This is an optimization exercise on Yosys and OpenROAD, whose aim is a short achievable clock period and few clock cycles, not a production implementation.
Function was checked by simulation only, so behaviour that the tests miss may differ from the original.
Power figures rest on the tool's default switching activity, not on a simulated workload.

$ cat flow/config.mk
export PLATFORM = sky130hd
export DESIGN_NAME = riscv_top
export DESIGN_NICKNAME = riscv_top
export VERILOG_FILES = /design/flow/design.v
export SDC_FILE = /design/flow/constraint.sdc
export NUM_CORES = 4
export LEC_CHECK = 0
export CAP_MARGIN = 20
export CELL_PAD_IN_SITES_DETAIL_PLACEMENT = 1
export CELL_PAD_IN_SITES_GLOBAL_PLACEMENT = 1
export CORE_MARGIN = 2
export CORE_UTILIZATION = 40
export SLEW_MARGIN = 20
export SYNTH_HIERARCHICAL = 1
$ cat flow/constraint.sdc
create_clock -name core_clock -period 16.0 [get_ports {clk}]
set_input_delay 3.2000 -clock core_clock [delete_from_list [all_inputs] [get_ports {clk}]]
set_output_delay 3.2000 -clock core_clock [all_outputs]
set_load 0.01 [all_outputs]
$ cat flow/design.v
module riscv_top #(
  parameter PC_INIT = 32'h8000_0000
) (
  input wire clk,
  input wire rst_n,
  output wire [31:0] imem_addr,
  input wire [31:0] imem_rdata,
  output wire [31:0] dmem_addr,
  input wire [31:0] dmem_rdata,
  output wire dmem_we,
  output wire [31:0] dmem_wdata,
  output wire [31:0] reg4
);
  logic [31:0] pc_f;
  logic [31:0] pc_o;             
  logic        d_valid;
  logic [31:0] d_ir;
  logic [31:0] d_pc;
  logic        d_fred;           
  logic        d_auok;           
  logic [31:0] d_rs1_pre;        
  logic [31:0] d_rs2_pre;
  logic        d_alt_ok;         
  logic        e_res;            
  logic        d_wsel1, d_wsel2;  
  logic        d_ehit1, d_ehit2;  
  logic        d_esel1, d_esel2;  
  logic [31:0] reg4_q;
  logic        e_valid;
  logic [31:0] e_pc;
  logic [31:0] e_a, e_b;         
  logic        e_fwd_a, e_fwd_b;  
  logic [31:0] e_sd;             
  logic        e_fwd_sd;
  logic [2:0]  e_f3;
  logic        e_sub, e_sra;
  logic        e_we;
  logic [4:0]  e_rd;
  logic        e_early;           
  logic [31:0] e_early_val;
  logic        e_alu, e_load, e_store, e_br, e_csr, e_ecall, e_csr_imm;
  logic [4:0]  e_csr_sel;         
  logic [4:0]  e_zimm;
  logic        e_pred;            
  logic [31:0] e_alt;             
  logic        e_alt_ok;          
  logic [31:0] e_addr;            
  logic        w_valid;
  logic        w_we;
  logic [4:0]  w_rd;
  logic [31:0] w_result;
  logic [31:0] dm_addr_q, dm_wdata_q;
  logic        dm_we_q;
  logic        sb_v;              
  logic [31:0] sb_a, sb_d;
  logic [31:0] regs [1:31];
  logic [31:0] mstatus, mtvec, mscratch, mepc, mcause;
  assign imem_addr = pc_o;
  assign dmem_addr = dm_addr_q;
  assign dmem_we = dm_we_q;
  assign dmem_wdata = dm_wdata_q;
  assign reg4 = reg4_q;
  wire [6:0] d_op = d_ir[6:0];
  wire [2:0] d_f3 = d_ir[14:12];
  wire [4:0] d_rs1 = d_ir[19:15];
  wire [4:0] d_rs2 = d_ir[24:20];
  wire [4:0] d_rd = d_ir[11:7];
  wire d_lui   = d_op == 7'b0110111;
  wire d_auipc = d_op == 7'b0010111;
  wire d_jal   = d_op == 7'b1101111;
  wire d_jalr  = d_op == 7'b1100111;
  wire d_br    = d_op == 7'b1100011;
  wire d_load  = d_op == 7'b0000011;
  wire d_store = d_op == 7'b0100011;
  wire d_opimm = d_op == 7'b0010011;
  wire d_opr   = d_op == 7'b0110011;
  wire d_sys   = d_op == 7'b1110011;
  wire d_csr   = d_sys && d_f3 != 3'b000 && d_f3 != 3'b100;
  wire d_ecall = d_sys && d_f3 == 3'b000 && d_ir[31:20] == 12'h000;
  wire d_narrow = d_store && d_f3[1:0] != 2'b10;
  wire [31:0] imm_i = {{20{d_ir[31]}}, d_ir[31:20]};
  wire [31:0] imm_s = {{20{d_ir[31]}}, d_ir[31:25], d_ir[11:7]};
  wire [31:0] imm_b = {{19{d_ir[31]}}, d_ir[31], d_ir[7], d_ir[30:25], d_ir[11:8], 1'b0};
  wire [31:0] imm_j = {{11{d_ir[31]}}, d_ir[31], d_ir[19:12], d_ir[20], d_ir[30:21], 1'b0};
  wire [31:0] imm_u = {d_ir[31:12], 12'b0};
  wire [31:0] rv1 = ({32{d_esel1}} & e_early_val) | ({32{!d_esel1 && d_wsel1}} & w_result) |
                    ({32{!d_esel1 && !d_wsel1}} & d_rs1_pre);
  wire [31:0] rv2 = ({32{d_esel2}} & e_early_val) | ({32{!d_esel2 && d_wsel2}} & w_result) |
                    ({32{!d_esel2 && !d_wsel2}} & d_rs2_pre);
  wire e_hit1 = d_ehit1 && !d_esel1;   
  wire e_hit2 = d_ehit2 && !d_esel2;
  wire [32:0] agu_s;
  add_w #(32) agu_add(.a(rv1), .b(d_store ? imm_s : imm_i), .cin(1'b0), .s(agu_s));
  wire [31:0] agu = agu_s[31:0];
  wire [31:0] d_pc4 = d_pc + 32'd4;
  wire [31:0] bj_target = d_pc + (d_jal ? imm_j : imm_b);
  wire [20:0] au_s, au_sp, au_sm;
  add_w #(20) au_add(.a(d_pc[31:12]), .b(d_ir[31:12]), .cin(1'b0), .s(au_s));
  add_w #(20) au_addp(.a(d_pc[31:12]), .b(d_ir[31:12]), .cin(1'b1), .s(au_sp));
  add_w #(20) au_addm(.a(~(d_pc[31:12] ^ d_ir[31:12])),
                      .b({d_pc[30:12] | d_ir[30:12], 1'b0}), .cin(1'b0), .s(au_sm));
  wire [19:0] au_hi = au_s[19:0];
  wire [31:0] auipc_val = {au_hi, d_pc[11:0]};
  wire [19:0] au_hi_p = au_sp[19:0];
  wire [19:0] au_hi_m = au_sm[19:0];
  wire d_need_base = d_load || d_store || (d_jalr && !d_fred);
  wire d_stall = d_valid && (
      (d_need_base && e_hit1) ||
      ((d_load || d_narrow) && e_valid && e_store && sb_v) ||
      (d_ecall && e_valid && e_csr && e_csr_sel[1]));
  wire d_pred = d_br && d_ir[31];
  wire [31:0] d_alt = d_pred ? d_pc4 : bj_target;
  wire d_same = d_rs1 == d_rs2;
  wire s1e = d_esel1;
  wire s1w = !d_esel1 && d_wsel1;
  wire s1p = !d_esel1 && !d_wsel1;
  wire s2e = d_esel2;
  wire s2w = !d_esel2 && d_wsel2;
  wire s2p = !d_esel2 && !d_wsel2;
  wire [5:0] csel = {d_same, !d_same && s1p && s2e, !d_same && s1e && s2p,
                     !d_same && s1p && s2w, !d_same && s1w && s2p, !d_same && s1p && s2p};
  wire [4:0] c_eq, c_lt, c_ltu;
  cmp_w c_pp(.a(d_rs1_pre), .b(d_rs2_pre), .eq(c_eq[0]), .lt(c_lt[0]), .ltu(c_ltu[0]));
  cmp_w c_wp(.a(w_result), .b(d_rs2_pre), .eq(c_eq[1]), .lt(c_lt[1]), .ltu(c_ltu[1]));
  cmp_w c_pw(.a(d_rs1_pre), .b(w_result), .eq(c_eq[2]), .lt(c_lt[2]), .ltu(c_ltu[2]));
  cmp_w c_ep(.a(e_early_val), .b(d_rs2_pre), .eq(c_eq[3]), .lt(c_lt[3]), .ltu(c_ltu[3]));
  cmp_w c_pe(.a(d_rs1_pre), .b(e_early_val), .eq(c_eq[4]), .lt(c_lt[4]), .ltu(c_ltu[4]));
  wire d_res = d_valid && d_br && d_alt_ok && !e_hit1 && !e_hit2 && csel != 6'd0;
  wire d_mis, d_mis_ir, d_mis_op;
  br_dec d_dec0(.eq(c_eq), .lt(c_lt), .ltu(c_ltu), .sel(csel), .f3(d_f3), .pred(d_pred),
                .res(d_res), .mis(d_mis));
  br_dec d_dec1(.eq(c_eq), .lt(c_lt), .ltu(c_ltu), .sel(csel), .f3(d_f3), .pred(d_pred),
                .res(d_res), .mis(d_mis_ir));
  br_dec d_dec2(.eq(c_eq), .lt(c_lt), .ltu(c_ltu), .sel(csel), .f3(d_f3), .pred(d_pred),
                .res(d_res), .mis(d_mis_op));
  wire d_redirect = d_valid && !d_fred && (d_jal || d_jalr || d_ecall || d_pred);
  wire [31:0] d_target = d_jalr ? agu : d_ecall ? mtvec : bj_target;
  wire d_we = d_rd != 5'd0 && (d_lui || d_auipc || d_jal || d_jalr || d_opimm ||
                               d_opr || d_load || d_csr);
  wire d_addi = d_opimm && d_f3 == 3'b000;
  wire d_csr_early = d_csr && !(e_valid && e_csr);
  wire [31:0] mepc_d = (e_valid && e_ecall) ? e_pc : mepc;
  wire [31:0] mcause_d = (e_valid && e_ecall) ? 32'd11 : mcause;
  wire [11:0] d_ca = d_ir[31:20];
  wire [31:0] csr_d = ({32{d_ca == 12'h300}} & mstatus) | ({32{d_ca == 12'h305}} & mtvec) |
                      ({32{d_ca == 12'h340}} & mscratch) | ({32{d_ca == 12'h341}} & mepc_d) |
                      ({32{d_ca == 12'h342}} & mcause_d);
  wire d_early = d_lui || d_auipc || d_jal || d_jalr || (d_addi && !e_hit1) || d_csr_early;
  wire [31:0] d_early_val = d_lui ? imm_u : d_auipc ? auipc_val : (d_jal || d_jalr) ? d_pc4 :
                            d_addi ? agu : csr_d;
  wire [31:0] a = e_fwd_a ? w_result : e_a;
  wire [31:0] b = e_fwd_b ? w_result : e_b;
  wire [31:0] sd = e_fwd_sd ? w_result : e_sd;
  wire [32:0] diff = {1'b0, a} - {1'b0, b};
  wire ltu = diff[32];
  wire lt = (a[31] ^ b[31]) ? a[31] : diff[32];
  wire eq00, lt00, ltu00, eq10, lt10, ltu10, eq01, lt01, ltu01;
  cmp_w e_cmp00(.a(e_a), .b(e_b), .eq(eq00), .lt(lt00), .ltu(ltu00));
  cmp_w e_cmp10(.a(w_result), .b(e_b), .eq(eq10), .lt(lt10), .ltu(ltu10));
  cmp_w e_cmp01(.a(e_a), .b(w_result), .eq(eq01), .lt(lt01), .ltu(ltu01));
  logic beq, blt, bltu;
  always_comb begin
    case ({e_fwd_a, e_fwd_b})
      2'b00: begin beq = eq00; blt = lt00; bltu = ltu00; end
      2'b10: begin beq = eq10; blt = lt10; bltu = ltu10; end
      2'b01: begin beq = eq01; blt = lt01; bltu = ltu01; end
      default: begin beq = 1'b1; blt = 1'b0; bltu = 1'b0; end
    endcase
  end
  wire signed [31:0] a_s = a;
  wire signed [31:0] sra_s = a_s >>> b[4:0];
  wire [31:0] sra_out = sra_s;
  logic [31:0] alu_out;
  always_comb begin
    case (e_f3)
      3'b000: alu_out = e_sub ? diff[31:0] : a + b;
      3'b001: alu_out = a << b[4:0];
      3'b010: alu_out = {31'd0, lt};
      3'b011: alu_out = {31'd0, ltu};
      3'b100: alu_out = a ^ b;
      3'b101: alu_out = e_sra ? sra_out : a >> b[4:0];
      3'b110: alu_out = a | b;
      default: alu_out = a & b;
    endcase
  end
  logic br_taken;
  always_comb begin
    case (e_f3)
      3'b000: br_taken = beq;
      3'b001: br_taken = !beq;
      3'b100: br_taken = blt;
      3'b101: br_taken = !blt;
      3'b110: br_taken = bltu;
      3'b111: br_taken = !bltu;
      default: br_taken = 1'b0;
    endcase
  end
  wire e_redirect = e_valid && e_br && !e_res && (br_taken != e_pred);
  wire [31:0] csr_old = ({32{e_csr_sel[0]}} & mstatus) | ({32{e_csr_sel[1]}} & mtvec) |
                        ({32{e_csr_sel[2]}} & mscratch) | ({32{e_csr_sel[3]}} & mepc) |
                        ({32{e_csr_sel[4]}} & mcause);
  wire [31:0] csr_v = e_csr_imm ? {27'd0, e_zimm} : a;
  logic [31:0] csr_new;
  always_comb begin
    case (e_f3[1:0])
      2'b01: csr_new = csr_v;
      2'b10: csr_new = csr_old | csr_v;
      default: csr_new = csr_old & ~csr_v;
    endcase
  end
  wire csr_wr = e_valid && e_csr;
  logic [31:0] load_val;
  always_comb begin
    case (e_f3)
      3'b000: load_val = {{24{dmem_rdata[7]}}, dmem_rdata[7:0]};
      3'b001: load_val = {{16{dmem_rdata[15]}}, dmem_rdata[15:0]};
      3'b100: load_val = {24'd0, dmem_rdata[7:0]};
      3'b101: load_val = {16'd0, dmem_rdata[15:0]};
      default: load_val = dmem_rdata;
    endcase
  end
  wire [31:0] e_result = e_load ? load_val :
                         e_early ? e_early_val :
                         e_csr ? csr_old : alu_out;
  logic [31:0] st_val;
  always_comb begin
    case (e_f3[1:0])
      2'b00: st_val = {dmem_rdata[31:8], sd[7:0]};
      2'b01: st_val = {dmem_rdata[31:16], sd[15:0]};
      default: st_val = sd;
    endcase
  end
  wire [31:0] fi = imem_rdata;
  wire [6:0] f_op = fi[6:0];
  wire f_jal = f_op == 7'b1101111;
  wire f_bwd = f_op == 7'b1100011 && fi[31];
  wire f_jalr = f_op == 7'b1100111 && d_valid && d_auipc && d_rd != 5'd0 &&
                d_rd == fi[19:15];
  wire f_ecall = f_op == 7'b1110011 && fi[14:12] == 3'b000 && fi[31:20] == 12'h000 &&
                 !(d_valid && d_csr && d_ir[31:20] == 12'h305) &&
                 !(e_valid && e_csr && e_csr_sel[1]);
  wire f_jr0 = f_op == 7'b1100111 && fi[31:20] == 12'h000 && d_valid && d_early && d_we &&
               d_rd == fi[19:15] && !f_jalr;
  wire f_redirect = f_jal || f_bwd || f_jalr || f_ecall || f_jr0;
  wire [18:0] pc_hi13 = pc_f[31:13];
  wire [18:0] pc_hi13_p = pc_f[31:13] + 19'd1;
  wire [18:0] pc_hi13_m = pc_f[31:13] - 19'd1;
  wire [10:0] pc_hi21 = pc_f[31:21];
  wire [10:0] pc_hi21_p = pc_f[31:21] + 11'd1;
  wire [10:0] pc_hi21_m = pc_f[31:21] - 11'd1;
  wire [13:0] br_lo;
  add_w #(13) br_add(.a(pc_f[12:0]), .b({fi[31], fi[7], fi[30:25], fi[11:8], 1'b0}), .cin(1'b0), .s(br_lo));
  wire [18:0] br_hi, br_hi_o, br_hi_d;
  hi_sel #(19) br_hs(.c(br_lo[13]), .s(fi[31]), .hi(pc_hi13), .hi_p(pc_hi13_p),
                     .hi_m(pc_hi13_m), .out(br_hi));
  hi_sel #(19) br_hs_o(.c(br_lo[13]), .s(fi[31]), .hi(pc_hi13), .hi_p(pc_hi13_p),
                       .hi_m(pc_hi13_m), .out(br_hi_o));
  hi_sel #(19) br_hs_d(.c(br_lo[13]), .s(fi[31]), .hi(pc_hi13), .hi_p(pc_hi13_p),
                       .hi_m(pc_hi13_m), .out(br_hi_d));
  wire [31:0] f_t_br = {br_hi, br_lo[12:0]};
  wire [31:0] f_t_br_o = {br_hi_o, br_lo[12:0]};
  wire [31:0] f_t_br_d = {br_hi_d, br_lo[12:0]};
  wire [21:0] jal_lo;
  add_w #(21) jal_add(.a(pc_f[20:0]), .b({fi[31], fi[19:12], fi[20], fi[30:21], 1'b0}), .cin(1'b0), .s(jal_lo));
  wire [10:0] jal_hi, jal_hi_o;
  hi_sel #(11) jal_hs(.c(jal_lo[21]), .s(fi[31]), .hi(pc_hi21), .hi_p(pc_hi21_p),
                      .hi_m(pc_hi21_m), .out(jal_hi));
  hi_sel #(11) jal_hs_o(.c(jal_lo[21]), .s(fi[31]), .hi(pc_hi21), .hi_p(pc_hi21_p),
                        .hi_m(pc_hi21_m), .out(jal_hi_o));
  wire [31:0] f_t_jal = {jal_hi, jal_lo[20:0]};
  wire [31:0] f_t_jal_o = {jal_hi_o, jal_lo[20:0]};
  wire [12:0] jr_lo;
  add_w #(12) jr_add(.a(d_pc[11:0]), .b(fi[31:20]), .cin(1'b0), .s(jr_lo));
  wire [19:0] jr_hi, jr_hi_o;
  hi_sel #(20) jr_hs(.c(jr_lo[12]), .s(fi[31]), .hi(au_hi), .hi_p(au_hi_p),
                     .hi_m(au_hi_m), .out(jr_hi));
  hi_sel #(20) jr_hs_o(.c(jr_lo[12]), .s(fi[31]), .hi(au_hi), .hi_p(au_hi_p),
                       .hi_m(au_hi_m), .out(jr_hi_o));
  wire [31:0] f_t_jalr = {jr_hi, jr_lo[11:0]};
  wire [31:0] f_t_jalr_o = {jr_hi_o, jr_lo[11:0]};
  wire [4:0] fa_idx = imem_rdata[19:15];
  wire [4:0] fb_idx = dmem_rdata[19:15];
  wire [4:0] fc_idx = imem_rdata[24:20];
  wire [4:0] fd_idx = dmem_rdata[24:20];
  wire wr_now = w_valid && w_we;
  wire [31:0] f_rs1_main = (wr_now && w_rd == fa_idx) ? w_result : fa_idx == 5'd0 ? 32'd0 : regs[fa_idx];
  wire [31:0] f_rs1_alt = (wr_now && w_rd == fb_idx) ? w_result : fb_idx == 5'd0 ? 32'd0 : regs[fb_idx];
  wire [31:0] f_rs2_main = (wr_now && w_rd == fc_idx) ? w_result : fc_idx == 5'd0 ? 32'd0 : regs[fc_idx];
  wire [31:0] f_rs2_alt = (wr_now && w_rd == fd_idx) ? w_result : fd_idx == 5'd0 ? 32'd0 : regs[fd_idx];
  wire e_wr = e_valid && e_we;
  wire f_br = f_op == 7'b1100011;
  wire [31:0] pc_f4 = pc_f + 32'd4;
  wire [32:0] ov_d;
  add_w #(32) ov_sub(.a(e_addr), .b(~sb_a), .cin(1'b1), .s(ov_d));
  wire ov = (ov_d[31:2] == 30'd0) || (ov_d[31:2] == {30{1'b1}} && ov_d[1:0] != 2'b00);
  wire e_narrow = e_store && e_f3[1:0] != 2'b10;
  wire replay = e_valid && (e_load || e_narrow) && sb_v && ov;
  wire new_st_c = e_valid && e_store;             
  wire new_st = new_st_c && !replay;
  wire dm_agu = d_valid && (d_load || d_narrow);
  wire sbw = sb_v && (new_st_c || !dm_agu);       
  wire direct = !sb_v && new_st_c && !dm_agu;     
  wire er = e_redirect || replay;
  wire f_ok = !er && !d_stall && !d_mis && !d_redirect;
  wire [10:0] pc_sel = {f_ok && !f_redirect, f_ok && f_ecall, f_ok && f_jr0, f_ok && f_jalr,
                        f_ok && f_bwd, f_ok && f_jal, !er && !d_stall && !d_mis && d_redirect,
                        !er && d_stall, !er && d_mis, e_redirect, replay};
  wire [31:0] t_e = e_alt_ok ? e_alt + 32'd4 : e_alt;
  wire [31:0] t_dm = d_alt + 32'd4;
  wire [31:0] pc_next, pc_next_o;
  oh_mux #(11) pcm(.t({pc_f4, mtvec, d_early_val, f_t_jalr, f_t_br, f_t_jal, d_target, pc_f,
                      t_dm, t_e, e_pc}), .sel(pc_sel), .out(pc_next));
  oh_mux #(11) pcm_o(.t({pc_f4, mtvec, d_early_val, f_t_jalr_o, f_t_br_o, f_t_jal_o, d_target,
                        pc_f, t_dm, t_e, e_pc}), .sel(pc_sel), .out(pc_next_o));
  wire dm_keep_e = sbw || direct;
  wire dm_ealt = d_valid && d_br && !d_res;
  wire [31:0] dm_other = sbw ? sb_a : direct ? e_addr : dm_agu ? agu : d_alt;
  wire dm_sel_f = !(dm_keep_e || dm_agu || dm_ealt);
  wire [31:0] dm_next;
  pc_mux dmm(.t_jal(pc_f4), .t_br(f_t_br_d), .t_jalr(32'd0), .t_ecall(32'd0),
             .t_jr0(32'd0), .s_jr0(1'b0),
             .t_other(dm_other), .s_jal(dm_sel_f && fi[31]), .s_br(dm_sel_f && !fi[31]),
             .s_jalr(1'b0), .s_ecall(1'b0), .s_other(!dm_sel_f), .out(dm_next));
  wire d_adv = d_valid && !d_stall;
  always_ff @(posedge clk or negedge rst_n) begin
    if (!rst_n) begin
      pc_f <= PC_INIT;
      pc_o <= PC_INIT;
      d_valid <= 1'b0;
      e_valid <= 1'b0;
      w_valid <= 1'b0;
      dm_we_q <= 1'b0;
      sb_v <= 1'b0;
    end else begin
      pc_f <= pc_next;
      pc_o <= pc_next_o;
      if (er)
        d_valid <= e_redirect && e_alt_ok;
      else if (d_stall) begin
      end else if (d_mis)
        d_valid <= 1'b1;
      else if (d_redirect)
        d_valid <= 1'b0;
      else
        d_valid <= 1'b1;
      e_valid <= d_adv && !er;
      w_valid <= e_valid && !replay;
      dm_we_q <= sbw || (direct && !replay);
      if (sbw)
        sb_v <= new_st;
      else if (new_st && !direct)
        sb_v <= 1'b1;
    end
  end
  always_ff @(posedge clk) begin
    if (e_redirect) begin
      d_ir <= dmem_rdata;
      d_pc <= e_alt;
      d_fred <= 1'b0;
      d_auok <= 1'b0;
    end else if (d_stall) begin
    end else if (d_mis_ir) begin
      d_ir <= dmem_rdata;
      d_pc <= d_alt;
      d_fred <= 1'b0;
      d_auok <= 1'b0;
    end else begin
      d_ir <= imem_rdata;
      d_pc <= pc_f;
      d_fred <= f_redirect;
      d_auok <= 1'b1;
    end
    if (e_redirect || (!d_stall && d_mis_op)) begin
      d_rs1_pre <= f_rs1_alt;
      d_rs2_pre <= f_rs2_alt;
      d_wsel1 <= e_wr && e_rd == fb_idx;
      d_wsel2 <= e_wr && e_rd == fd_idx;
    end else if (d_stall) begin
      d_rs1_pre <= rv1;
      d_rs2_pre <= rv2;
      d_wsel1 <= e_wr && e_rd == d_rs1;
      d_wsel2 <= e_wr && e_rd == d_rs2;
    end else begin
      d_rs1_pre <= f_rs1_main;
      d_rs2_pre <= f_rs2_main;
      d_wsel1 <= e_wr && e_rd == fa_idx;
      d_wsel2 <= e_wr && e_rd == fc_idx;
    end
    d_ehit1 <= d_valid && !d_stall && !e_redirect && d_we && d_rd == fa_idx;
    d_ehit2 <= d_valid && !d_stall && !e_redirect && d_we && d_rd == fc_idx;
    d_esel1 <= d_valid && !d_stall && !e_redirect && d_we && d_early && d_rd == fa_idx;
    d_esel2 <= d_valid && !d_stall && !e_redirect && d_we && d_early && d_rd == fc_idx;
    d_alt_ok <= !er && !d_stall && !d_mis && f_br &&
                !dm_keep_e &&
                !(d_valid && (d_load || d_narrow)) &&
                !(d_valid && d_br && !d_res);
  end
  always_ff @(posedge clk) begin
    e_pc <= d_pc;
    e_a <= rv1;
    e_fwd_a <= e_hit1 && d_rs1 != 5'd0;
    e_b <= (d_opimm) ? imm_i : rv2;
    e_fwd_b <= !d_opimm && e_hit2 && d_rs2 != 5'd0;
    e_sd <= rv2;
    e_fwd_sd <= e_hit2 && d_rs2 != 5'd0;
    e_f3 <= d_f3;
    e_sub <= d_opr && d_ir[30];
    e_sra <= d_ir[30];
    e_we <= d_we;
    e_rd <= d_rd;
    e_early <= d_early;
    e_early_val <= d_early_val;
    e_alu <= d_opimm || d_opr;
    e_load <= d_load;
    e_store <= d_store;
    e_br <= d_br;
    e_csr <= d_csr;
    e_ecall <= d_ecall;
    e_csr_imm <= d_f3[2];
    e_csr_sel <= {d_ir[31:20] == 12'h342, d_ir[31:20] == 12'h341, d_ir[31:20] == 12'h340,
                  d_ir[31:20] == 12'h305, d_ir[31:20] == 12'h300};
    e_zimm <= d_rs1;
    e_pred <= d_pred;
    e_alt <= d_alt;
    e_res <= d_res;
    e_alt_ok <= !dm_keep_e;
    e_addr <= agu;
  end
  always_ff @(posedge clk) begin
    dm_addr_q <= dm_next;
    dm_wdata_q <= sbw ? sb_d : st_val;
    if (new_st_c && !direct) begin
      sb_a <= e_addr;
      sb_d <= st_val;
    end
  end
  always_ff @(posedge clk) begin
    w_we <= e_we;
    w_rd <= e_rd;
    w_result <= e_result;
  end
  always_ff @(posedge clk) begin
    if (w_valid && w_we)
      regs[w_rd] <= w_result;
    reg4_q <= regs[4];
  end
  always_ff @(posedge clk or negedge rst_n) begin
    if (!rst_n) begin
      mstatus <= 32'h0;
      mtvec <= 32'h0;
      mscratch <= 32'h0;
      mepc <= 32'h0;
      mcause <= 32'h0;
    end else if (e_valid) begin
      if (e_ecall) begin
        mepc <= e_pc;
        mcause <= 32'd11;
      end
      if (e_csr) begin
        if (e_csr_sel[0]) mstatus <= csr_new;
        if (e_csr_sel[1]) mtvec <= csr_new;
        if (e_csr_sel[2]) mscratch <= csr_new;
        if (e_csr_sel[3]) mepc <= csr_new;
        if (e_csr_sel[4]) mcause <= csr_new;
      end
    end
  end
endmodule
module pc_mux(
  input wire [31:0] t_jal,
  input wire [31:0] t_br,
  input wire [31:0] t_jalr,
  input wire [31:0] t_jr0,
  input wire [31:0] t_ecall,
  input wire [31:0] t_other,
  input wire s_jal,
  input wire s_br,
  input wire s_jalr,
  input wire s_jr0,
  input wire s_ecall,
  input wire s_other,
  output wire [31:0] out
);
  assign out = ({32{s_jal}} & t_jal) | ({32{s_br}} & t_br) | ({32{s_jalr}} & t_jalr) |
               ({32{s_jr0}} & t_jr0) |
               ({32{s_ecall}} & t_ecall) | ({32{s_other}} & t_other);
endmodule
module hi_sel #(
  parameter int W = 20
) (
  input wire c,
  input wire s,
  input wire [W-1:0] hi,
  input wire [W-1:0] hi_p,
  input wire [W-1:0] hi_m,
  output wire [W-1:0] out
);
  wire [W-1:0] with_c, without_c;
  sel_s #(W) by_s(.s(s), .hi(hi), .hi_p(hi_p), .hi_m(hi_m), .with_c(with_c),
                  .without_c(without_c));
  sel_c #(W) by_c(.c(c), .with_c(with_c), .without_c(without_c), .out(out));
endmodule
module sel_s #(
  parameter int W = 20
) (
  input wire s,
  input wire [W-1:0] hi,
  input wire [W-1:0] hi_p,
  input wire [W-1:0] hi_m,
  output wire [W-1:0] with_c,
  output wire [W-1:0] without_c
);
  assign with_c = s ? hi : hi_p;
  assign without_c = s ? hi_m : hi;
endmodule
module sel_c #(
  parameter int W = 20
) (
  input wire c,
  input wire [W-1:0] with_c,
  input wire [W-1:0] without_c,
  output wire [W-1:0] out
);
  assign out = c ? with_c : without_c;
endmodule
module add_w #(
  parameter int W = 32
) (
  input wire [W-1:0] a,
  input wire [W-1:0] b,
  input wire cin,
  output wire [W:0] s
);
  localparam int L = (W + 1 <= 2) ? 1 : (W + 1 <= 4) ? 2 : (W + 1 <= 8) ? 3 :
                     (W + 1 <= 16) ? 4 : (W + 1 <= 32) ? 5 : 6;
  logic [W:0] g [0:L];
  logic [W:0] p [0:L];
  always_comb begin
    g[0][0] = cin;
    p[0][0] = 1'b0;
    for (int i = 0; i < W; i++) begin
      g[0][i + 1] = a[i] & b[i];
      p[0][i + 1] = a[i] ^ b[i];
    end
    for (int l = 0; l < L; l++) begin
      for (int i = 0; i <= W; i++) begin
        if (i >= (1 << l)) begin
          g[l + 1][i] = g[l][i] | (p[l][i] & g[l][i - (1 << l)]);
          p[l + 1][i] = p[l][i] & p[l][i - (1 << l)];
        end else begin
          g[l + 1][i] = g[l][i];
          p[l + 1][i] = p[l][i];
        end
      end
    end
  end
  for (genvar i = 0; i < W; i++) begin : sum
    assign s[i] = a[i] ^ b[i] ^ g[L][i];
  end
  assign s[W] = g[L][W];
endmodule
module br_dec(
  input wire [4:0] eq,
  input wire [4:0] lt,
  input wire [4:0] ltu,
  input wire [5:0] sel,           
  input wire [2:0] f3,
  input wire pred,
  input wire res,
  output wire mis
);
  wire e = sel[5] | (|(sel[4:0] & eq));
  wire l = !sel[5] & (|(sel[4:0] & lt));
  wire lu = !sel[5] & (|(sel[4:0] & ltu));
  logic taken;
  always_comb begin
    case (f3)
      3'b000: taken = e;
      3'b001: taken = !e;
      3'b100: taken = l;
      3'b101: taken = !l;
      3'b110: taken = lu;
      3'b111: taken = !lu;
      default: taken = 1'b0;
    endcase
  end
  assign mis = res && (taken != pred);
endmodule
module cmp_w(
  input wire [31:0] a,
  input wire [31:0] b,
  output wire eq,
  output wire lt,
  output wire ltu
);
  logic [30:0] l0, e0;
  logic [15:0] l1, e1;
  logic [7:0] l2, e2;
  logic [3:0] l3, e3;
  logic [1:0] l4, e4;
  logic l5, e5;
  always_comb begin
    for (int i = 0; i < 31; i++) begin
      l0[i] = !a[i] & b[i];
      e0[i] = !(a[i] ^ b[i]);
    end
    for (int i = 0; i < 16; i++) begin
      if (2 * i + 1 < 31) begin
        l1[i] = l0[2 * i + 1] | (e0[2 * i + 1] & l0[2 * i]);
        e1[i] = e0[2 * i + 1] & e0[2 * i];
      end else begin
        l1[i] = l0[2 * i];
        e1[i] = e0[2 * i];
      end
    end
    for (int i = 0; i < 8; i++) begin
      l2[i] = l1[2 * i + 1] | (e1[2 * i + 1] & l1[2 * i]);
      e2[i] = e1[2 * i + 1] & e1[2 * i];
    end
    for (int i = 0; i < 4; i++) begin
      l3[i] = l2[2 * i + 1] | (e2[2 * i + 1] & l2[2 * i]);
      e3[i] = e2[2 * i + 1] & e2[2 * i];
    end
    for (int i = 0; i < 2; i++) begin
      l4[i] = l3[2 * i + 1] | (e3[2 * i + 1] & l3[2 * i]);
      e4[i] = e3[2 * i + 1] & e3[2 * i];
    end
    l5 = l4[1] | (e4[1] & l4[0]);
    e5 = e4[1] & e4[0];
  end
  wire e31 = !(a[31] ^ b[31]);
  assign eq = e31 & e5;
  assign ltu = (!a[31] & b[31]) | (e31 & l5);
  assign lt = (a[31] & !b[31]) | (e31 & l5);
endmodule
module oh_mux #(
  parameter int N = 2
) (
  input wire [32*N-1:0] t,
  input wire [N-1:0] sel,
  output logic [31:0] out
);
  always_comb begin
    out = 32'd0;
    for (int i = 0; i < N; i++)
      out = out | ({32{sel[i]}} & t[32*i +: 32]);
  end
endmodule
$ cat flow/flow/run.sh
#!/bin/bash
# Standard layout (the standard flow's own synthesis and ORFS steps), with timing repair
# aimed below the clock period: repair_timing treats paths with less than
# SETUP_SLACK_MARGIN of slack as violating. The SDC is the standard flow's, unchanged.
set -uo pipefail
bash standard.sh SETUP_SLACK_MARGIN=11.5 finish > standard_flow.log 2>&1
status=$?
cp -r orfs/logs . 2>/dev/null || true
exit $status
$ cat flow/standard.sh
#!/bin/bash
# synth_recipe.tcl (not shown) runs the flow's synth.tcl, then flattens the netlist and writes it again
# the make line also repeats each setting of config.mk as NAME=value (left out here)
make -C /OpenROAD-flow-scripts/flow DESIGN_CONFIG=/design/flow/config.mk WORK_HOME=/design/flow/orfs CLKGATE_MAP_FILE= SYNTH_SCRIPT=/design/flow/synth_recipe.tcl "${@:-finish}"
==> impl_metrics.py, run 1 <==
metrics = {
    "run_status": {
        "status": "complete, no violations",
    },
    "critical_path": {
        "critPathMaxFanout": 17,
        "cp-start-kind": "input pin",
        "cp-end-kind": "register",
        "arrival_ps": 6140,
        "cp.required_ps": 16780,
        "setup.worst_path.class": "in -> reg",
    },
    "placement": {
        "postPlaceCellArea_um2": 146200,
        "place_hpwl_mm": 493.1,
        "numPortBuffers": 194,
        "dp_slack_ps": 8019,
        "routabilityCongestion": 1.046,
    },
    "floorplanning": {
        "die_area_um2": 349500,
        "core_um2": 343000,
        "die_y_um": 591.2,
        "initial_core_util_pct": 40.21,
        "rows": 215,
        "io_pins": 195,
        "die_w_um": 591.2,
    },
    "sta": {
        "holdWs_ps": 455.4,
        "fmax_ghz": 0.1867,
        "setup_tns_ps": 0,
        "timing.clock.skew_ps": 131.1,
        "grt_setup_unrepaired": "true",
        "fin_crit_ps": 5356,
        "tightest_slew_ps": 1421,
        "hold_viol_final": 0,
        "slew_headroom_pct": 4.266,
        "setup_viol": 0,
        "layout_worst_path_cycle_share_pct": 33.47,
        "drv_slew": 0,
        "setup_ws_ps": 10640,
    },
    "layout": {
        "drive_gt1_share_pct": 33.37,
        "area_growth_pct": 25.48,
        "design_area_um2": 173100,
        "top_register": "regs",
        "largest_reg_flops": 992,
        "nFillCells": 35398,
        "num-nets-final": 14218,
    },
    "cts": {
        "cts-root-buf": "clkbuf_16",
        "tritoncts": "built",
        "htree_num_levels": 4,
        "clkTransAtPathRegs_ps": 70,
        "clockBufferDepth": 4,
        "clock-sinks": 1811,
        "clk_latency_ps": 1050,
        "cts_hold_buf": 0,
        "cts_made_buffers": 218,
    },
    "route": {
        "routed_via_density": 7.113,
        "drt.antenna.violating_nets": 0,
        "via_count": 130791,
        "drc": 0,
        "drt_first_pass_iters": 10,
        "wl_per_cell_um": 42.96,
        "routed_wirelength_mm": 790.0,
        "drtIter0Drc": 18664,
    },
    "grt": {
        "grt_antenna_before_repair": 69,
        "gr-usage-all-layers_pct": 43.42,
        "grt_pass1_vias": 127350,
        "grt_overflow": 0,
        "grt_pass1_wl_mm": 1061,
        "grt_max_degree": 86,
    },
    "power_and_ir_drop": {
        "clockPowerShare_pct": 23.1,
        "power_frac_comb_pct": 49.4,
        "leakagePower_nw": 64.90,
        "p_sw_share_pct": 43.15,
        "peakVddDrop_v": 0.00009226,
        "p_switching_mw": 10.06,
        "pwr-share-seq_pct": 27.6,
        "internal-power_mw": 13.26,
        "power_mw": 23.32,
        "power_density_nw_per_um2": 134.8,
    },
    "yosys": {
        "netlist_area_um2": 137900,
        "syn_inst": 12743,
        "syn_avg_cell_area_um2": 10.82,
        "yosys_warnings": 25,
    },
    "worst_hold_path": {
        "worstHoldPathType": "reg -> reg",
    },
    "flow_run": {
        "drv_cap": 0,
    },
}
==> final timing paths <==
kind,start,end,slack (ps),depth (start not counted)
max,imem_rdata[16],pc_f[27],10640,12
min,e_rd[4],w_rd[4],460,0
max reg2reg,d_wsel1,pc_f[25],10770,20
min reg2reg,e_rd[4],w_rd[4],460,0
max in group asynchronous,rst_n,e_valid,12210,2
min in group asynchronous,rst_n,dm_we_q,2270,1
==> layer usage <==
metal	vias to the layer above	part of all wire, %	GRT usage, %
met5	-	0.058	0
met4	28	9.7	33.69
met3	2743	12	13.51
met2	9590	42	63.91
met1	67128	36	52.98
li1	51302	-	-
==> critical path, stage by stage <==
cell and delay, ps:
buf_16 150, ha_2 590, nand2_1 150, a311o_1 410, nor2b_4 180, o21ai_4 190, buf_12 150, buf_16 120
mux2_4 300, a22o_1 220, a221oi_2 250, nand3_1 130
==> per-stage QoR <==
step | instances | util, %
after floorplan | 12881 | -
after global placement | 17032 | 42.59
after detailed placement | 17033 | 42.61
after CTS | 18025 | 48.82
after global routing | 18353 | 50.44
final | 18388 | 50.46
==> timing repair <==
action	in CTS	in global routing
setup endpoints to repair	588	503
gates resized for setup	2037	635
cloned	140	27
pin swaps	272	279
setup buffers	443	237
==> power groups by stage <==
stage | clock [mW] | sequential (mW) | combinational, mW
after floorplan | 0 | 6.06 | 6.07
after global placement | 0 | 6.46 | 9.04
after detailed placement | 0 | 6.48 | 9.24
after CTS | 5.37 | 6.34 | 10.6
after global routing | 5.54 | 6.43 | 11.9
final | 5.38 | 6.43 | 11.5
==> cell usage in the layout, fill, tap and decap left out, types with 153 or more instances in the layout <==
cell type and instances:
a21oi_1 897, buf_12 153, buf_4 705, buf_6 214, clkbuf_16 250, dfrtp_1 216
dfxtp_1 299, edfxtp_1 1120, ha_1 506, inv_1 576, mux2_2 332, mux2_4 194
mux2i_1 556, mux4_2 1040, nand2_1 874, nand3_1 250, nor2_1 895, o21ai_0 519
xnor2_1 243
==> layout make-up <==
cell class / count / area [µm²] / share of cell area (%)
inverters: 600 / 2290 / 1.323
well taps: 4557 / 5702 / 3.294
flip-flops and latches: 1811 / 48930 / 28.27
multi-input cells: 9478 / 89860 / 51.92
repair buffers: 1438 / 18580 / 10.73
diodes: 95 / 237.7 / 0.1374
clock buffers: 290 / 6083 / 3.515
clock inverters: 119 / 1394 / 0.8053
Testbench counts, summed over its fixed seeds: cycles 79,634.
==> run 2: changes to the inputs <==
--- a/flow/config.mk
+++ b/flow/config.mk
@@ -9,6 +9,6 @@
 export CELL_PAD_IN_SITES_DETAIL_PLACEMENT = 1
 export CELL_PAD_IN_SITES_GLOBAL_PLACEMENT = 1
 export CORE_MARGIN = 2
-export CORE_UTILIZATION = 40
+export CORE_UTILIZATION = 35
 export SLEW_MARGIN = 20
 export SYNTH_HIERARCHICAL = 1
==> run 2 against run 1 <==
Power rose by 2.1%; sequential power barely moved; wire length rose by 5.0%; clock skew fell by 23 ps; first-iteration DRC count rose by 12%; critical path depth rose by 6; sequential cell count did not move; highest routed layer unchanged.
==> impl_metrics.py, run 2 <==
metrics = {
    "cts": {
        "clk_latency_ps": 1070,
        "cts_hold_buf": 0,
        "clock-sinks": 1811,
        "cts_made_buffers": 218,
        "tritoncts": "built",
        "clockBufferDepth": 4,
        "cts-root-buf": "clkbuf_16",
        "htree_num_levels": 4,
        "clkTransAtPathRegs_ps": 60,
    },
    "grt": {
        "grt_antenna_before_repair": 80,
        "grt_pass1_wl_mm": 1096,
        "grt_overflow": 0,
        "grt_pass1_vias": 129912,
        "grt_max_degree": 163,
        "gr-usage-all-layers_pct": 39.25,
    },
    "sta": {
        "layout_worst_path_cycle_share_pct": 34.69,
        "holdWs_ps": 422.4,
        "fin_crit_ps": 5550,
        "hold_viol_final": 0,
        "setup_viol": 0,
        "setup_tns_ps": 0,
        "tightest_slew_ps": 1305,
        "drv_slew": 0,
        "slew_headroom_pct": 10.50,
        "grt_setup_unrepaired": "true",
        "timing.clock.skew_ps": 108.3,
        "fmax_ghz": 0.1802,
    },
    "power_and_ir_drop": {
        "leakagePower_nw": 66.59,
        "power_density_nw_per_um2": 134.2,
        "peakVddDrop_v": 0.00009818,
    },
    "route": {
        "routed_wirelength_mm": 829.2,
        "via_count": 134083,
        "routed_via_density": 6.989,
        "wl_per_cell_um": 43.22,
        "drc": 0,
        "drt_first_pass_iters": 12,
        "drtIter0Drc": 20875,
        "drt.antenna.violating_nets": 0,
    },
    "critical_path": {
        "cp.required_ps": 16840,
        "path_cells": "bufbuf_16 -> mux2i_1 -> o21ai_1 -> ha_4 -> nand2_4 -> o31ai_4 -> a21boi_2 -> o31ai_4 -> a41oi_4 -> o21ai_4 -> xor2_4 -> o211ai_1 -> o21ai_1 -> nor2_2 -> a21oi_4 -> a22o_1 -> a221oi_4 -> nand3_1",
        "critPathMaxFanout": 17,
        "setup.worst_path.class": "reg -> reg",
        "r2r_end": "pc_o[26]",
        "worst-path-buf-inv": 1,
        "r2r_cells": 18,
        "r2r_slack_ps": 10450,
        "arrival_ps": 6390,
        "setup.worst_path.start": "d_wsel1",
        "slowest_delay_ps": 810,
        "crit_family": "compound AO/OA/AOI/OAI gates",
        "cp-start-kind": "register",
        "cp-end-kind": "register",
        "r2r_start": "d_wsel1",
        "cp_slowest_cell": "o211ai_1",
    },
    "placement": {
        "routabilityCongestion": 1.008,
        "numPortBuffers": 194,
        "postPlaceCellArea_um2": 146800,
        "place_hpwl_mm": 492.6,
    },
    "floorplanning": {
        "die_area_um2": 399100,
        "die_y_um": 631.8,
        "rows": 230,
        "core_um2": 392500,
        "initial_core_util_pct": 35.14,
        "die_w_um": 631.8,
        "io_pins": 195,
    },
    "worst_hold_path": {
        "holdPathEnd": "w_rd[4]",
        "hp-start": "e_rd[4]",
        "hold_path_depth": 0,
        "worstHoldPathType": "reg -> reg",
    },
    "run_status": {
        "status": "complete, no violations",
    },
    "layout": {
        "top_register": "regs",
        "num-nets-final": 14384,
        "final_common_cell": "edfxtp_1",
        "largest_reg_flops": 992,
        "drive_gt1_share_pct": 34.90,
        "layout_common_cells": "edfxtp_1 (1120), mux4_2 (1040), nor2_1 (890)",
        "design_area_um2": 177400,
        "area_growth_pct": 28.64,
    },
    "flow_run": {
        "drv_cap": 0,
    },
    "yosys": {
        "netlist_area_um2": 137900,
        "syn_inst": 12743,
        "syn_avg_cell_area_um2": 10.82,
        "yosys_warnings": 25,
    },
}
[run 2: final cells by class]
| cell class | count | area, µm² |
|---|---|---|
| clock buffer | 280 | 5982 |
| clock inverter | 125 | 1388 |
| sequential | 1811 | 49030 |
| multi-input combinational | 9481 | 90580 |
| timing repair buffer | 1601 | 21440 |
| inverter | 600 | 2320 |
| tap | 5220 | 6531 |
| antenna | 67 | 167.7 |
| fill | 41121 | 215100 |
[run 2: worst max path at each step]
stage,slack (ps),depth (start not counted),endpoint
after global routing,10530,15,pc_f[27]
after CTS,10590,14,pc_o[21]
after floorplan,10280,13,pc_f[21]
after detailed placement,7560,11,d_rs2_pre[22]
after global placement,7600,11,d_rs2_pre[22]
final,10450,18,pc_o[26]
[run 2: power breakdown]
part	switching [mW]	leakage [nW]	internal (mW)
clock network	2.37	3.57	2.99
registers	0.873	17.2	5.53
logic	7.09	45.8	4.95
[run 2: metal layers]
layer / up-vias / share of wire [%] / wire length (µm) / global-route usage [%]
met1: 68239 / 35 / 290600 / 47.54
li1: 51593 / - / - / -
met2: 10991 / 41 / 343000 / 56.93
met3: 3216 / 13 / 110800 / 13.04
met4: 44 / 10 / 84340 / 31.57
met5: - / 0.051 / 419 / 0
[run 2: what timing repair did]
action | CTS | global route
pin swaps | 321 | 334
endpoints found under the setup margin | 578 | 478
cloned | 191 | 42
resized for setup | 2245 | 658
buffers inserted | 508 | 286
[run 2: stage by stage]
stage / utilization [%] / setup slack [ps] / power [mW] / instances
floorplan: - / 10280 / 12.12 / 12881
global route: 45.18 / 10530 / 24.38 / 19146
detailed placement: 37.41 / 7555 / 15.67 / 17683
finish: 45.20 / 10450 / 23.81 / 19185
CTS: 43.56 / 10590 / 22.53 / 18787
global placement: 37.40 / 7600 / 15.40 / 17681
==> run 3: changes to the inputs <==
==> flow/flow/run.sh (replaced) <==
#!/bin/bash
# Standard layout (the standard flow's own synthesis and ORFS steps), with timing repair
# aimed below the clock period: repair_timing treats paths with less than
# SETUP_SLACK_MARGIN of slack as violating. The SDC is the standard flow's, unchanged.
set -uo pipefail
bash standard.sh SETUP_SLACK_MARGIN=12.2 finish > standard_flow.log 2>&1
status=$?
cp -r orfs/logs . 2>/dev/null || true
exit $status
--- a/flow/config.mk
+++ b/flow/config.mk
@@ -9,6 +9,6 @@
 export CELL_PAD_IN_SITES_DETAIL_PLACEMENT = 1
 export CELL_PAD_IN_SITES_GLOBAL_PLACEMENT = 1
 export CORE_MARGIN = 2
-export CORE_UTILIZATION = 35
+export CORE_UTILIZATION = 40
 export SLEW_MARGIN = 20
 export SYNTH_HIERARCHICAL = 1
==> run 3 against run 2 <==
Clock power increased by 2%; power rose by 4.2%; synthesized cell count unchanged; fmax is 2.6% lower; sequential cell count unchanged; register-to-register slack worse by 150 ps; die area down 12%; global-route usage up 6.7 points; critical path depth grew 2; setup slack got worse by 150 ps; combinational power is 7% higher.
==> impl_metrics.py, run 3 <==
metrics = {
    "placement": {
        "place_hpwl_mm": 493.5,
        "numPortBuffers": 194,
        "dp_slack_ps": 7494,
        "routabilityCongestion": 1.006,
    },
    "cts": {
        "clk_latency_ps": 1030,
        "cts-root-buf": "clkbuf_16",
        "cts_made_buffers": 217,
        "tritoncts": "built",
        "cts_hold_buf": 0,
        "clkTransAtPathRegs_ps": 70,
        "htree_num_levels": 4,
        "clock-sinks": 1811,
        "clockBufferDepth": 4,
    },
    "grt": {
        "grt_pass1_wl_mm": 1117,
        "grt_antenna_before_repair": 98,
        "grt_max_degree": 82,
        "grt_pass1_vias": 131726,
        "gr-usage-all-layers_pct": 46.00,
        "grt_overflow": 0,
    },
    "power_and_ir_drop": {
        "leakagePower_nw": 68.35,
        "peakVddDrop_v": 0.00009154,
        "power_density_nw_per_um2": 136.4,
    },
    "route": {
        "drt.antenna.violating_nets": 0,
        "drt_first_pass_iters": 10,
        "routed_wirelength_mm": 840.3,
        "drc": 0,
        "drtIter0Drc": 21899,
        "routed_via_density": 7.263,
        "wl_per_cell_um": 44.84,
        "via_count": 136092,
    },
    "sta": {
        "slew_headroom_pct": 6.810,
        "tightest_slew_ps": 1398,
        "setup_viol": 0,
        "timing.clock.skew_ps": 148.8,
        "layout_worst_path_cycle_share_pct": 35.62,
        "fmax_ghz": 0.1755,
        "hold_viol_final": 0,
        "setup_tns_ps": 0,
        "drv_slew": 0,
        "setup_ws_ps": 10300,
        "grt_setup_unrepaired": "true",
        "fin_crit_ps": 5699,
    },
    "critical_path": {
        "crit_top_cell": "buf_6",
        "path_cells": "buf_6 -> nand4bb_4 -> nor4_4 -> buf_6 -> o21ai_4 -> ha_4 -> nand2_4 -> o31ai_4 -> a21oi_4 -> o31ai_4 -> o22a_2 -> buf_4 -> buf_6 -> a31oi_4 -> xnor2_4 -> o211ai_1 -> a31oi_4 -> a22o_1 -> a221oi_2 -> nand3_1",
        "setup.worst_path.class": "reg -> reg",
        "cp-end-kind": "register",
        "cp.required_ps": 16780,
        "slowest_delay_ps": 950,
        "arrival_ps": 6480,
        "cp_slowest_cell": "o211ai_1",
        "critPathMaxFanout": 6,
        "cp-start-kind": "register",
    },
    "yosys": {
        "syn_avg_cell_area_um2": 10.82,
        "yosys_warnings": 25,
        "netlist_area_um2": 137900,
        "syn_inst": 12743,
    },
    "layout": {
        "drive_gt1_share_pct": 37.64,
        "layout_common_cells": "edfxtp_1 (1120), mux4_2 (1040), nor2_1 (863)",
        "num-nets-final": 14515,
        "final_common_cell": "edfxtp_1",
        "largest_reg_flops": 992,
        "area_growth_pct": 31.85,
        "top_register": "regs",
    },
    "floorplanning": {
        "rows": 215,
        "io_pins": 195,
        "die_area_um2": 349500,
        "die_y_um": 591.2,
        "die_w_um": 591.2,
        "initial_core_util_pct": 40.21,
        "core_um2": 343000,
    },
    "run_status": {
        "status": "complete, no violations",
    },
    "worst_hold_path": {
        "worstHoldPathType": "reg -> reg",
    },
    "flow_run": {
        "drv_cap": 0,
    },
}
run 3: changes by cell type in the layout (fill, tap and decap cells not counted), moves of 27 or more:
cell and delta:
nor2_1 -27, buf_12 +45, diode_2 +84, a21oi_2 +29
a21oi_1 -53, a221oi_2 +32, a221oi_4 -28, mux2i_1 -31
buf_6 +70
run 3: layout make-up:
class	instances	area, µm²
Sequential cell	1811	49010
Multi-Input combinational cell	9484	93070
Clock inverter	137	1717
Timing Repair inverter	3	26.28
Inverter	600	2402
Timing Repair Buffer	1727	23670
Antenna cell	151	377.9
Clock buffer	269	5872
Fill cell	34764	161100
Tap cell	4557	5702
run 3: critical path, delay by kind of cell (launching register included):
kind                     cells  cell delay, ps
XOR/XNOR                     1             220
adder cells (fa/ha/maj)      1             340
flip-flops                   1             550
AO/OA/AOI/OAI               10            2830
buffers and inverters        4             670
AND/OR/NAND/NOR              4             880
run 3: repair_timing:
item / 4_1_cts / 5_1_grt
pin swaps: 419 / 490
endpoints found under the setup margin: 788 / 696
resized for setup: 2650 / 807
setup buffers: 637 / 286
gates cloned: 212 / 26
run 3: final timing paths:
path	start	endpoint	slack (ps)	depth (start not counted)
max	d_ir[6]	pc_f[24]	10300	20
min	e_we	w_we	440	0
max reg2reg	d_ir[6]	pc_f[24]	10300	20
min reg2reg	e_we	w_we	440	0
max in group asynchronous	rst_n	mscratch[29]	12390	3
min in group asynchronous	rst_n	sb_v	2160	1
run 3: metrics by stage:
stage,utilization [%],instance area (µm²),hold slack (ps),power [mW],cells
2_1_floorplan,-,142100,331.1,12.19,12881
3_3_place_gp,42.64,146300,434.5,15.60,17009
3_5_place_dp,42.69,146400,420.6,15.81,17019
4_1_cts,50.98,174900,433.1,23.27,18274
5_1_grt,52.98,181700,433.0,25.30,18684
6_report,53.02,181900,439.3,24.81,18739
run 3: metal layers:
layer  share of wire (%)  global-route usage (%)  wire length [µm]  vias to the layer above
li1                    -                       -                 -                    51962
met1                  34                   54.23            287900                    68992
met2                  41                   66.29            347900                    11391
met3                  13                   16.24            111700                     3703
met4                  11                   40.38             92070                       44
met5               0.092                  0.5141               770                        -
run 3: power breakdown:
group          leakage (nW)  switching [mW]  internal [mW]
registers              17.2           0.910           5.53
clock network          3.66            2.34           3.15
logic                  47.4            7.52           5.37
total                  68.3            10.8           14.0
==> run 4: changes to the inputs <==
==> flow/flow/run.sh (replaced) <==
#!/bin/bash
# Standard layout (the standard flow's own synthesis and ORFS steps), with timing repair
# aimed below the clock period: repair_timing treats paths with less than
# SETUP_SLACK_MARGIN of slack as violating. The SDC is the standard flow's, unchanged.
set -uo pipefail
bash standard.sh SETUP_SLACK_MARGIN=11.0 finish > standard_flow.log 2>&1
status=$?
cp -r orfs/logs . 2>/dev/null || true
exit $status
==> run 4 against run 3 <==
Power fell by 7.5%; hold slack got worse by 74 ps; largest power group unchanged; critical path depth rose by 2; count of clock-buffer cells in the layout rose by 1; cell area fell by 8.2%; area after synthesis did not move; combinational power fell by 13%; sequential power fell by 0.9%; first-iteration DRC count fell by 14%; die area did not move; global-route usage fell by 3.3 points; core utilization fell by 4.3 points.
==> impl_metrics.py, run 4 <==
metrics = {
    "run_status": {
        "status": "complete, no violations",
    },
    "cts": {
        "clock-sinks": 1811,
        "tritoncts": "built",
        "clk_latency_ps": 1050,
        "htree_num_levels": 4,
        "cts-root-buf": "clkbuf_16",
        "cts_hold_buf": 0,
        "clockBufferDepth": 4,
        "clkTransAtPathRegs_ps": 60,
        "cts_made_buffers": 215,
    },
    "layout": {
        "final_cells": 18106,
        "design_area_um2": 166900,
        "num-nets-final": 13930,
        "final_common_cell": "edfxtp_1",
        "top_register": "regs",
        "utilization_pct": 48.67,
        "nFillCells": 35845,
        "layout_common_cells": "edfxtp_1 (1120), mux4_2 (1040), a21oi_1 (951)",
        "area_growth_pct": 21.04,
        "largest_reg_flops": 992,
        "drive_gt1_share_pct": 28.17,
    },
    "flow_run": {
        "drv_cap": 0,
    },
    "floorplanning": {
        "io_pins": 195,
        "rows": 215,
        "die_area_um2": 349500,
        "die_y_um": 591.2,
        "core_um2": 343000,
        "die_w_um": 591.2,
        "initial_core_util_pct": 40.21,
    },
    "sta": {
        "hold_viol_final": 0,
        "drv_slew": 0,
        "tightest_slew_ps": 1296,
        "grt_setup_unrepaired": "true",
        "setup_viol": 0,
        "layout_worst_path_cycle_share_pct": 35.91,
        "setup_tns_ps": 0,
        "slew_headroom_pct": 13.00,
        "fin_crit_ps": 5746,
        "timing.clock.skew_ps": 145.3,
        "fmax_ghz": 0.1740,
    },
    "route": {
        "drtIter0Drc": 18813,
        "drc": 0,
        "routed_via_density": 7.121,
        "wl_per_cell_um": 43.33,
        "routed_wirelength_mm": 784.5,
        "via_count": 128934,
        "drt.antenna.violating_nets": 0,
        "drt_first_pass_iters": 10,
    },
    "critical_path": {
        "cp-end-kind": "register",
        "arrival_ps": 6530,
        "cp-start-kind": "register",
        "setup.worst_path.class": "reg -> reg",
        "cp.required_ps": 16790,
        "critPathMaxFanout": 5,
        "r2r_cells": 22,
    },
    "power_and_ir_drop": {
        "leakagePower_nw": 62.52,
        "power_density_nw_per_um2": 137.4,
        "peakVddDrop_v": 0.0001109,
    },
    "placement": {
        "numPortBuffers": 194,
        "place_hpwl_mm": 488.9,
        "postPlaceCellArea_um2": 146100,
        "routabilityCongestion": 1.023,
        "dp_cells": 17028,
    },
    "grt": {
        "grt_antenna_before_repair": 79,
        "grt_max_degree": 125,
        "grt_overflow": 0,
        "gr-usage-all-layers_pct": 42.68,
        "grt_pass1_vias": 125368,
        "grt_pass1_wl_mm": 1043,
    },
    "yosys": {
        "yosys_warnings": 25,
        "syn_avg_cell_area_um2": 10.82,
        "netlist_area_um2": 137900,
        "syn_inst": 12743,
    },
    "worst_hold_path": {
        "hold_path_depth": 0,
        "worstHoldPathType": "reg -> reg",
    },
}
## run 4: changes by cell type in the layout (fill, tap and decap cells not counted), moves of 90 or more
cell	before	now
a21oi_1	834	951
a21oi_2	126	36
buf_12	213	87
buf_4	767	602
buf_6	282	75
dlygate4sd2_1	8	100
## run 4: path summary, 6_finish.rpt
path | to | slack, ps | startpoint
hold / removal | w_rd[4] | 370 | e_rd[4]
min in group asynchronous | dm_we_q | 2200 | rst_n
setup / recovery | pc_f[28] | 10250 | d_ir[3]
setup reg to reg | pc_f[28] | 10250 | d_ir[3]
hold reg to reg | w_rd[4] | 370 | e_rd[4]
max in group asynchronous | mscratch[25] | 11440 | rst_n
## run 4: cell type report
cell class | instances | area (µm²) | share of cell area (%)
repair buffers | 1151 | 14610 | 8.753
inverters | 600 | 2301 | 1.378
clock inverters | 127 | 1604 | 0.9608
multi-input cells | 9479 | 87730 | 52.55
well taps | 4557 | 5702 | 3.415
diodes | 110 | 275.3 | 0.1649
clock buffers | 270 | 5851 | 3.505
repair inverters | 1 | 8.758 | 0.005246
flip-flops and latches | 1811 | 48860 | 29.27
## run 4: metal layers
| metal | track usage (%) | up-vias | wire length [µm] |
|---|---|---|---|
| met3 | 13.49 | 2691 | 96830 |
| met2 | 62.45 | 9537 | 333100 |
| met4 | 33.60 | 48 | 74670 |
| met5 | 0 | - | 531 |
| met1 | 52.09 | 65969 | 279400 |
| li1 | - | 50689 | - |
## run 4: critical path: stages (launching register included)
cell and delay (ps):
edfxtp_1 450, nand4bb_4 260, nor4_4 320, buf_4 200
buf_6 130, buf_4 110, o21ai_2 80, ha_2 210
a211oi_2 340, o31ai_4 140, buf_4 160, a21oi_4 180
o31ai_4 90, o22a_2 300, a41oi_4 260, xnor2_4 140
o211ai_1 980, o21ai_1 190, nor2_2 190, a21oi_4 90
a22o_1 290, a221oi_4 350, nand3_1 130
## run 4: report_power, final
part	switching, mW	internal, mW	leakage (nW)
clock	2.31	3.06	3.60
sequential	0.850	5.53	17.2
combinational	6.76	4.43	41.7
## run 4: per-stage QoR
| step | worst slack, ps | hold slack (ps) | power [mW] |
|---|---|---|---|
| 6_report | 10250 | 365.3 | 22.94 |
| 5_1_grt | 10370 | 377.1 | 23.56 |
| 4_1_cts | 10570 | 359.4 | 22.08 |
| 3_5_place_dp | 7425 | 342.7 | 15.68 |
| 3_3_place_gp | 7304 | 349.9 | 15.44 |
| 2_1_floorplan | 10280 | 331.1 | 12.11 |
## run 4: what timing repair did
action | 4_1_cts | 5_1_grt
setup endpoints to repair | 525 | 314
resized for setup | 966 | 372
gates cloned | 97 | 55
hold endpoints to repair | 0 | 0
buffers inserted | 279 | 140
pin swaps | 139 | 173

## what the ideal ports hide
The flow's constraints put no driver on any port. The routed layouts listed below were extracted and timed again, unchanged, in two steps. Step 1 (the two cells are an assumption about what drives the block):
set clk [get_ports {clk}]
set_driving_cell -lib_cell sky130_fd_sc_hd__clkbuf_16 $clk
set_driving_cell -lib_cell sky130_fd_sc_hd__buf_2 [delete_from_list [all_inputs] $clk]
Step 2 also shifts input and output timing later by t, the mid clock arrival at the registers, as if the neighbouring blocks saw the same clock. Slacks: no drivers / after step 1 / after step 2; pairs: no drivers / after step 1.
run	shift t [ns]	setup slack, ns	worst hold slack (ns)	worst register clock-pin slew, ns	worst data-port slew with drivers (ns)
run 1	1.106	10.644 / 10.382 / 9.276	0.455 / 0.455 / 0.455	0.07 / 0.07	0.64
run 2	1.127	10.450 / 10.298 / 9.170	0.422 / 0.422 / 0.422	0.08 / 0.08	0.58
run 3	1.086	10.301 / 10.162 / 9.076	0.439 / 0.439 / 0.439	0.08 / 0.08	0.60
run 4	1.075	10.254 / 10.254 / 9.322	0.365 / 0.365 / 0.365	0.08 / 0.08	0.66
After both steps setup and hold are still met in every run listed. For run 1, which loses most, drivers alone change the setup slack by -0.262 ns; drivers and shift together by -1.368 ns.
